Source: an optimization exercise on an open RTL-to-GDS flow (aim: small area and a short achievable clock period). Production flows keep margins and buffers that such runs may drop. Where RTL was checked, it was by simulation tests only, not by an equivalence proof against the original.

## try-yarrow
==> flow/design.v (excerpt) <==
module calc(out, decimal, CLK, RST, CE, plus, sub, multi, equal);
output [14:0] out;
input  [9:0]  decimal;
input  CLK, RST, CE, plus, sub, multi, equal;
reg [14:0] B, R;
reg [2:0]  cnt;
reg [1:0]  ope;    
reg        P;      
reg fx8, fx4, fxn, fy1, fy2, fyn;   
reg fk;                             
reg fci;                            
reg [3:0] ff;                       
wire [3:0] d = decimal[9] ? 4'd9 : decimal[8] ? 4'd8 : decimal[7] ? 4'd7 :
               decimal[6] ? 4'd6 : decimal[5] ? 4'd5 : decimal[4] ? 4'd4 :
               decimal[3] ? 4'd3 : decimal[2] ? 4'd2 : decimal[1] ? 4'd1 : 4'd0;
wire digit = (decimal != 10'd0) && (cnt != 3'd7);
wire o_non = (ope == 2'd0), o_add = (ope == 2'd1), o_sub = (ope == 2'd2), o_mul = (ope == 2'd3);
wire o_as  = o_add | o_sub;
wire bx4 = (d == 4'd3) | (d == 4'd4) | (d == 4'd5);
wire bx8 = (d >= 4'd6);
wire by1 = (d == 4'd1) | (d == 4'd3) | (d == 4'd5) | (d == 4'd7) | (d == 4'd9);
wire by2 = (d == 4'd2) | (d == 4'd6);
wire byn = (d == 4'd3) | (d == 4'd6) | (d == 4'd7);
wire [3:0] f = o_mul ? 4'd0 : o_sub ? 4'd9 - d : d;
always @(posedge CLK) begin
    fx8 <= o_as | (o_mul & bx8);
    fx4 <= o_mul & bx4;
    fxn <= o_as;
    fy1 <= o_as | (o_mul & by1);
    fy2 <= o_mul & by2;
    fyn <= o_as | (o_mul & byn);
    fk  <= o_add;
    fci <= o_add | (o_mul & byn);
    ff  <= {f[3], f[2] | f[3], f[1] | f[3], f[0]};
end
wire [14:0] W = {R[11:0], fk, fk, fk};
wire [14:0] V = {R[13:0], fk};
wire [11:0] Xh = ((fx8 ? B[11:0] : 12'd0) | (fx4 ? B[12:1] : 12'd0)) ^ {12{fxn}};
wire [14:0] X = {Xh, (fx4 & B[0]) | ff[2], ff[1], ff[0]};
  ...
For scale: about 410 cells after synthesis, ~48 flip-flops, ~32 I/O pins, ~3900 um2 of cells after synthesis.
export LEC_CHECK = 0
export CAP_MARGIN = 20
export CORE_MARGIN = 2
export CORE_UTILIZATION = 40
export SLEW_MARGIN = 20
create_clock -name core_clock -period 7.5 [get_ports {CLK}]
run.sh (not shown) runs the stock make flow with config.mk's settings and CLKGATE_MAP_FILE= SYNTH_SCRIPT=/design/flow/synth_recipe.tcl, a recipe that flattens the netlist after the stock synthesis.
diff inputs: try-yarrow => try-pepper
Settings: an added SETUP_SLACK_MARGIN of 3.5.
==> flow/flow/run.sh (new file) <==
#!/bin/bash
# Standard layout, but with plain buf_2 cells as the port buffers.
set -euo pipefail
bash standard.sh "BUFFER_PORTS_ARGS=-buffer_cell sky130_fd_sc_hd__buf_2" finish > orfs_flow.log 2>&1
==> flow/standard.sh (new file) <==
#!/bin/bash
# synth_recipe.tcl (not shown) runs the flow's synth.tcl, then flattens the netlist and writes it again
# the make line also repeats each setting of config.mk as NAME=value (left out here)
make -C /OpenROAD-flow-scripts/flow DESIGN_CONFIG=/design/flow/config.mk WORK_HOME=/design/flow/orfs CLKGATE_MAP_FILE= SYNTH_SCRIPT=/design/flow/synth_recipe.tcl "${@:-finish}"
removed: flow/run.sh
Results
try-yarrow -> try-pepper: total cell area at the placement stage decreased by a few percent
try-pepper closes out successfully: all stages finished, all timing, DRC and antenna checks passed.
Measured against each other, try-pepper and try-yarrow differ in slack of the worst reg-to-reg path, the higher figure coming from try-pepper.
Taking try-yarrow as the reference point, the weighted congestion at the end of routability-driven global placement of try-pepper rises by about 12%.
try-pepper vs. try-yarrow: footprint of the multi-input gates went up by 1.1%.
Here is what was changed in the inputs of try-garnet compared with try-pepper.
Settings: SETUP_SLACK_MARGIN changed from 3.5 to 3.75; CORE_UTILIZATION changed from 40 to 70.
--- outcome ---
Between try-pepper and try-garnet, signal arrival time at the worst endpoint decreased.
Comparing try-garnet with try-pepper, the global-route wire length before repair came out essentially unchanged.
Looking at worst path setup slack after routing, try-garnet sits 0.11 ns above try-pepper.
Between try-garnet and try-pepper, final cell count without fillers is lower for try-garnet, try-pepper comes in above that.
Non-clock buffer share of cell area: lower on try-pepper
Final area went up by a few percent going from try-pepper to try-garnet.
The inputs of try-amber differ from those of try-garnet as listed below.
Settings: changing CORE_UTILIZATION from 70 to 40; changing SETUP_SLACK_MARGIN from 3.75 to 4.
==> flow/flow/run.sh <==
#!/bin/bash
# Standard layout, but with plain buf_2 cells as the port buffers and
# without mapping adders to full-adder cells before ABC.
set -euo pipefail
bash standard.sh "BUFFER_PORTS_ARGS=-buffer_cell sky130_fd_sc_hd__buf_2" ADDER_MAP_FILE= finish > orfs_flow.log 2>&1
==> summary.txt <==
- try-amber vs. try-garnet: period utilization essentially unchanged; synthesized cell count has increased; fmax held steady.
- Compare try-amber and try-garnet | multi-input gate share of total cell area higher: try-amber
- The least setup slack across all paths after layout on try-amber is in line with that on try-garnet.
## Diff of input files: try-lagoon against try-amber
Settings: CORE_UTILIZATION: 40 -> 55; SETUP_SLACK_MARGIN: 4 -> 3.75.
==> flow/flow/run.sh <==
#!/bin/bash
# Standard layout, but with plain buf_2 cells as the port buffers.
set -euo pipefail
bash standard.sh "BUFFER_PORTS_ARGS=-buffer_cell sky130_fd_sc_hd__buf_2" finish > orfs_flow.log 2>&1
--- outcome ---
Delta (try-lagoon minus try-amber): area after synthesis dropped about 14%, area of the multi-input gates shrank by 690 um2, headroom to the max-slew limit now larger, core utilization of the finished layout now sits higher.
Against try-amber, the final cell area of try-lagoon is lower.
try-lagoon — synthesis-to-layout area growth 5.7 points lower, try-amber as reference
Wire: try-lagoon routes less than try-amber
A combinational family with the most area after synthesis of compound AO/OA/AOI/OAI gates is what try-amber shows, while adder cells belongs to try-lagoon.
Most frequent standard cell in the layout excluding fill and tap cells = sky130_fd_sc_hd__xnor2_1: try-amber; most frequent standard cell in the layout excluding fill and tap cells = sky130_fd_sc_hd__nand2_1: try-lagoon
For try-amber, the critical-path cell with the highest stage delay was sky130_fd_sc_hd__dfrtp_1, unlike try-lagoon, where it was sky130_fd_sc_hd__dfxtp_4.

========
== run 1 ==
Another version of the RTL of calc (not shown whole).
Size in the first run: roughly 490 cells after synthesis, ~32 I/O pins, ~4200 um2 of cells after synthesis.
Design calc, start of the top module:
module calc(out, decimal, CLK, RST, CE, plus, sub, multi, equal);
Settings: LEC_CHECK=0, CAP_MARGIN=20, CORE_MARGIN=2, CORE_UTILIZATION=40, SETUP_SLACK_MARGIN=4, SLEW_MARGIN=20; clock period 7.5 ns.
Stock flow here: none of the scripts above is used.
diff inputs: run 1 => run 2
# run 1
export LEC_CHECK = 0
export CAP_MARGIN = 20
export CORE_MARGIN = 2
export CORE_UTILIZATION = 40
export SETUP_SLACK_MARGIN = 4
export SLEW_MARGIN = 20
create_clock -name core_clock -period 7.5 [get_ports {CLK}]
# run 2
export LEC_CHECK = 0
export CAP_MARGIN = 20
export CORE_MARGIN = 2
export CORE_UTILIZATION = 40
export SLEW_MARGIN = 20
create_clock -name core_clock -period 7.5 [get_ports {CLK}]
==> summary.txt <==
- Delta (run 2 minus run 1): highest attainable clock frequency down about 17%, number of multi-input logic gates down 2, all-layer global routing usage went down 1.2 points, routed wire length has decreased.
- Between run 2 and run 1, it is run 2 whose total setup buffers inserted after CTS is lower, by 27.
No run of this note included a check of the RTL's function; only the layout flow was run.

========
The RTL this note starts from:
==> flow/design.v <==
module calc(out, decimal, CLK, RST, CE, plus, sub, multi, equal);
output [14:0] out;
input  [9:0]  decimal;
input  CLK, RST, CE, plus, sub, multi, equal;
reg [14:0] B, R;
reg [2:0]  cnt;
reg [1:0]  ope;    
reg        P;      
reg fx8, fx4, fxn, fy1, fy2, fyn;   
reg fk;                             
reg fci;                            
reg [3:0] ff;                       
wire [3:0] d = decimal[9] ? 4'd9 : decimal[8] ? 4'd8 : decimal[7] ? 4'd7 :
               decimal[6] ? 4'd6 : decimal[5] ? 4'd5 : decimal[4] ? 4'd4 :
               decimal[3] ? 4'd3 : decimal[2] ? 4'd2 : decimal[1] ? 4'd1 : 4'd0;
wire digit = (decimal != 10'd0) && (cnt != 3'd7);
wire o_non = (ope == 2'd0), o_add = (ope == 2'd1), o_sub = (ope == 2'd2), o_mul = (ope == 2'd3);
wire o_as  = o_add | o_sub;
wire bx4 = (d == 4'd3) | (d == 4'd4) | (d == 4'd5);
wire bx8 = (d >= 4'd6);
wire by1 = (d == 4'd1) | (d == 4'd3) | (d == 4'd5) | (d == 4'd7) | (d == 4'd9);
wire by2 = (d == 4'd2) | (d == 4'd6);
wire byn = (d == 4'd3) | (d == 4'd6) | (d == 4'd7);
wire [3:0] f = o_mul ? 4'd0 : o_sub ? 4'd9 - d : d;
always @(posedge CLK) begin
    fx8 <= o_as | (o_mul & bx8);
    fx4 <= o_mul & bx4;
    fxn <= o_as;
    fy1 <= o_as | (o_mul & by1);
    fy2 <= o_mul & by2;
    fyn <= o_as | (o_mul & byn);
    fk  <= o_add;
    fci <= o_add | (o_mul & byn);
    ff  <= {f[3], f[2] | f[3], f[1] | f[3], f[0]};
end
wire [14:0] W = {R[11:0], fk, fk, fk};
wire [14:0] V = {R[13:0], fk};
wire [11:0] Xh = ((fx8 ? B[11:0] : 12'd0) | (fx4 ? B[12:1] : 12'd0)) ^ {12{fxn}};
wire [14:0] X = {Xh, (fx4 & B[0]) | ff[2], ff[1], ff[0]};
wire [14:0] Y = ((fy1 ? B : 15'd0) | (fy2 ? {B[13:0], 1'b0} : 15'd0)) ^ {15{fyn}};
wire [14:0] s1 = W ^ V ^ X;
wire [14:0] c1 = {(W[13:0] & V[13:0]) | (W[13:0] & X[13:0]) | (V[13:0] & X[13:0]), ff[3]};
wire [14:0] s2 = s1 ^ c1 ^ Y;
wire [14:0] c2 = {(s1[13:0] & c1[13:0]) | (s1[13:0] & Y[13:0]) | (c1[13:0] & Y[13:0]), ff[3]};
wire [14:0] S = s2 + c2 + {14'd0, fci};
wire [14:0] Reff = P ? S : R;
always @(posedge CLK or negedge RST)
    if (!RST) begin
        B <= 0; R <= 0; cnt <= 0; ope <= 0; P <= 0;
    end else begin
        P <= digit;
        if (digit) begin
            R <= Reff;
            cnt <= cnt + 3'd1;
        end else if (plus | sub | multi) begin
            B <= Reff;
            ope <= plus ? 2'd1 : sub ? 2'd2 : 2'd3;
            R <= (plus | sub) ? Reff : 15'd0;
            cnt <= 0;
        end else if (equal) begin
            if (!o_non) B <= Reff;
            ope <= 0;
            R <= 0;
            cnt <= 0;
        end else if (CE) begin
            R <= o_as ? B : 15'd0;
            cnt <= 0;
        end else
            R <= Reff;
    end
assign out = B;
endmodule
Settings: LEC_CHECK=0, ABC_AREA=1, CAP_MARGIN=20, CORE_MARGIN=2, CORE_UTILIZATION=40, SETUP_SLACK_MARGIN=3.75, SLEW_MARGIN=20; clock period 7.5 ns.
standard.sh (not shown) runs the stock make flow with config.mk's settings and CLKGATE_MAP_FILE= SYNTH_SCRIPT=/design/flow/synth_recipe.tcl, a recipe that flattens the netlist after the stock synthesis.
==> flow/flow/run.sh <==
#!/bin/bash
# Standard layout, but with plain buf_2 cells as the port buffers.
set -euo pipefail
bash standard.sh "BUFFER_PORTS_ARGS=-buffer_cell sky130_fd_sc_hd__buf_2" finish > orfs_flow.log 2>&1
==> next run, changes <==
==> flow/run.sh (new file) <==
#!/bin/bash
# synth_recipe.tcl (not shown) runs the flow's synth.tcl, then flattens the netlist and writes it again
# the make line also repeats each setting of config.mk as NAME=value (left out here)
make -C /OpenROAD-flow-scripts/flow DESIGN_CONFIG=/design/flow/config.mk WORK_HOME=/design/flow/orfs CLKGATE_MAP_FILE= SYNTH_SCRIPT=/design/flow/synth_recipe.tcl finish
Settings changed: ABC_AREA 1 to not set, SETUP_SLACK_MARGIN 3.75 to 5.
removed: flow/flow/run.sh
removed: flow/standard.sh
Effect: Fmax drops by a few percent. Wire length hardly moves.
==> next run, changes <==
==> flow/flow/run.sh (new file) <==
#!/bin/bash
# Standard layout, but with plain buf_2 cells as the port buffers.
set -euo pipefail
bash standard.sh "BUFFER_PORTS_ARGS=-buffer_cell sky130_fd_sc_hd__buf_2" finish > orfs_flow.log 2>&1
==> flow/standard.sh (new file) <==
#!/bin/bash
# synth_recipe.tcl (not shown) runs the flow's synth.tcl, then flattens the netlist and writes it again
# the make line also repeats each setting of config.mk as NAME=value (left out here)
make -C /OpenROAD-flow-scripts/flow DESIGN_CONFIG=/design/flow/config.mk WORK_HOME=/design/flow/orfs CLKGATE_MAP_FILE= SYNTH_SCRIPT=/design/flow/synth_recipe.tcl "${@:-finish}"
Settings changed: SETUP_SLACK_MARGIN 5 to 3.
removed: flow/run.sh
Global-route usage came out lower by 2.6 points.
Maximum frequency shrinks by 14%.
First-iteration DRC count went up by 24%.
Worst setup slack is worse by 0.56 ns.
Non-clock buffer count shrinks by 76.
Clock skew came out higher by 0.011 ns.
==> next run, changes <==
Settings changed: SETUP_SLACK_MARGIN 3 to 3.25.
- The new run completed without violations
- final cell count is unchanged
- non-clock buffer count is unchanged
- synthesized cell count is unchanged
- sequential share of layout area is about the same
- fmax increases by 2.3%
==> next run, changes <==
Settings changed: SETUP_SLACK_MARGIN 3.25 to 4.
=>
- utilization rose by 5.0 points
- worst setup slack improves by 0.44 ns
- die area does not change
- count of clock-buffer cells in the layout shrinks by 1
- synthesized cell count does not change
- sequential share of layout area went down by 2.1 points
- first-iteration DRC count is lower by 11%
- fmax is higher by 12%
- design area rose by 11%
- worst hold slack degrades by 0.0062 ns
==> next run, changes <==
==> flow/run.sh (new file) <==
#!/bin/bash
# synth_recipe.tcl (not shown) runs the flow's synth.tcl, then flattens the netlist and writes it again
# the make line also repeats each setting of config.mk as NAME=value (left out here)
make -C /OpenROAD-flow-scripts/flow DESIGN_CONFIG=/design/flow/config.mk WORK_HOME=/design/flow/orfs CLKGATE_MAP_FILE= SYNTH_SCRIPT=/design/flow/synth_recipe.tcl finish
Settings changed: ABC_CLOCK_PERIOD_IN_PS set to 2500.
removed: flow/flow/run.sh
removed: flow/standard.sh
The new run completed with no timing, DRC or antenna violations.
Count of clock-buffer cells in the layout stays the same.
Design area went up by 3.3%.
Flip-flop and latch count stays the same.
Routed wire length decreases by 0.80%.
Setup slack improved by 0.097 ns.
Sequential share of layout area decreases by 0.90 points.

separate check: timing with driven ports:
The flow's constraints put no driver on any port. The routed layouts listed below were extracted and timed again, unchanged, in two steps. Step 1, drivers: a clkbuf_16 drives CLK and a buf_2 each remaining input, both assumed. Step 2 moves the port delays by t, midway between the first and last clock arrival at a register: inputs arrive t later, outputs are due t later. That takes back most of the time a late clock gives input paths. a / b / c = ideal ports / drivers / drivers and shift; a / b = the first two.
run | t, ns | slack for setup (ns) | hold WS [ns] | latest minus earliest clock arrival (ns)
try-yarrow | 0.329 | 3.205 / 3.205 / 3.205 | 0.516 / 0.516 / 0.516 | 0.015 / 0.015
try-pepper | 0.347 | 3.677 / 3.677 / 3.677 | 0.514 / 0.514 / 0.514 | 0.017 / 0.017
try-garnet | 0.329 | 3.787 / 3.787 / 3.776 | 0.515 / 0.515 / 0.515 | 0.006 / 0.006
try-amber | 0.316 | 3.790 / 3.790 / 3.694 | 0.557 / 0.557 / 0.557 | 0.009 / 0.009
try-lagoon | 0.338 | 3.891 / 3.891 / 3.761 | 0.510 / 0.510 / 0.510 | 0.005 / 0.005
run 1 | 0.330 | 2.717 / 2.717 / 2.717 | 0.490 / 0.490 / 0.490 | 0.015 / 0.015
run 2 | 0.333 | 1.742 / 1.742 / 1.742 | 0.497 / 0.497 / 0.497 | 0.009 / 0.009
the first run of note 3 | 0.330 | 3.981 / 3.981 / 3.981 | 0.489 / 0.489 / 0.489 | 0.008 / 0.009
the second run of note 3 | 0.327 | 3.904 / 3.904 / 3.904 | 0.510 / 0.510 / 0.510 | 0.009 / 0.008
the third run of note 3 | 0.349 | 3.341 / 3.341 / 3.341 | 0.514 / 0.514 / 0.514 | 0.020 / 0.020
the fourth run of note 3 | 0.349 | 3.436 / 3.436 / 3.436 | 0.514 / 0.514 / 0.514 | 0.020 / 0.020
the fifth run of note 3 | 0.331 | 3.872 / 3.872 / 3.869 | 0.508 / 0.508 / 0.508 | 0.006 / 0.006
the sixth run of note 3 | 0.335 | 3.969 / 3.969 / 3.711 | 0.508 / 0.508 / 0.508 | 0.009 / 0.009
After both steps setup and hold are still met in every run listed. The setup slack of the sixth run of note 3, which loses most, moves by 0.000 ns with the drivers and by -0.258 ns with both steps.
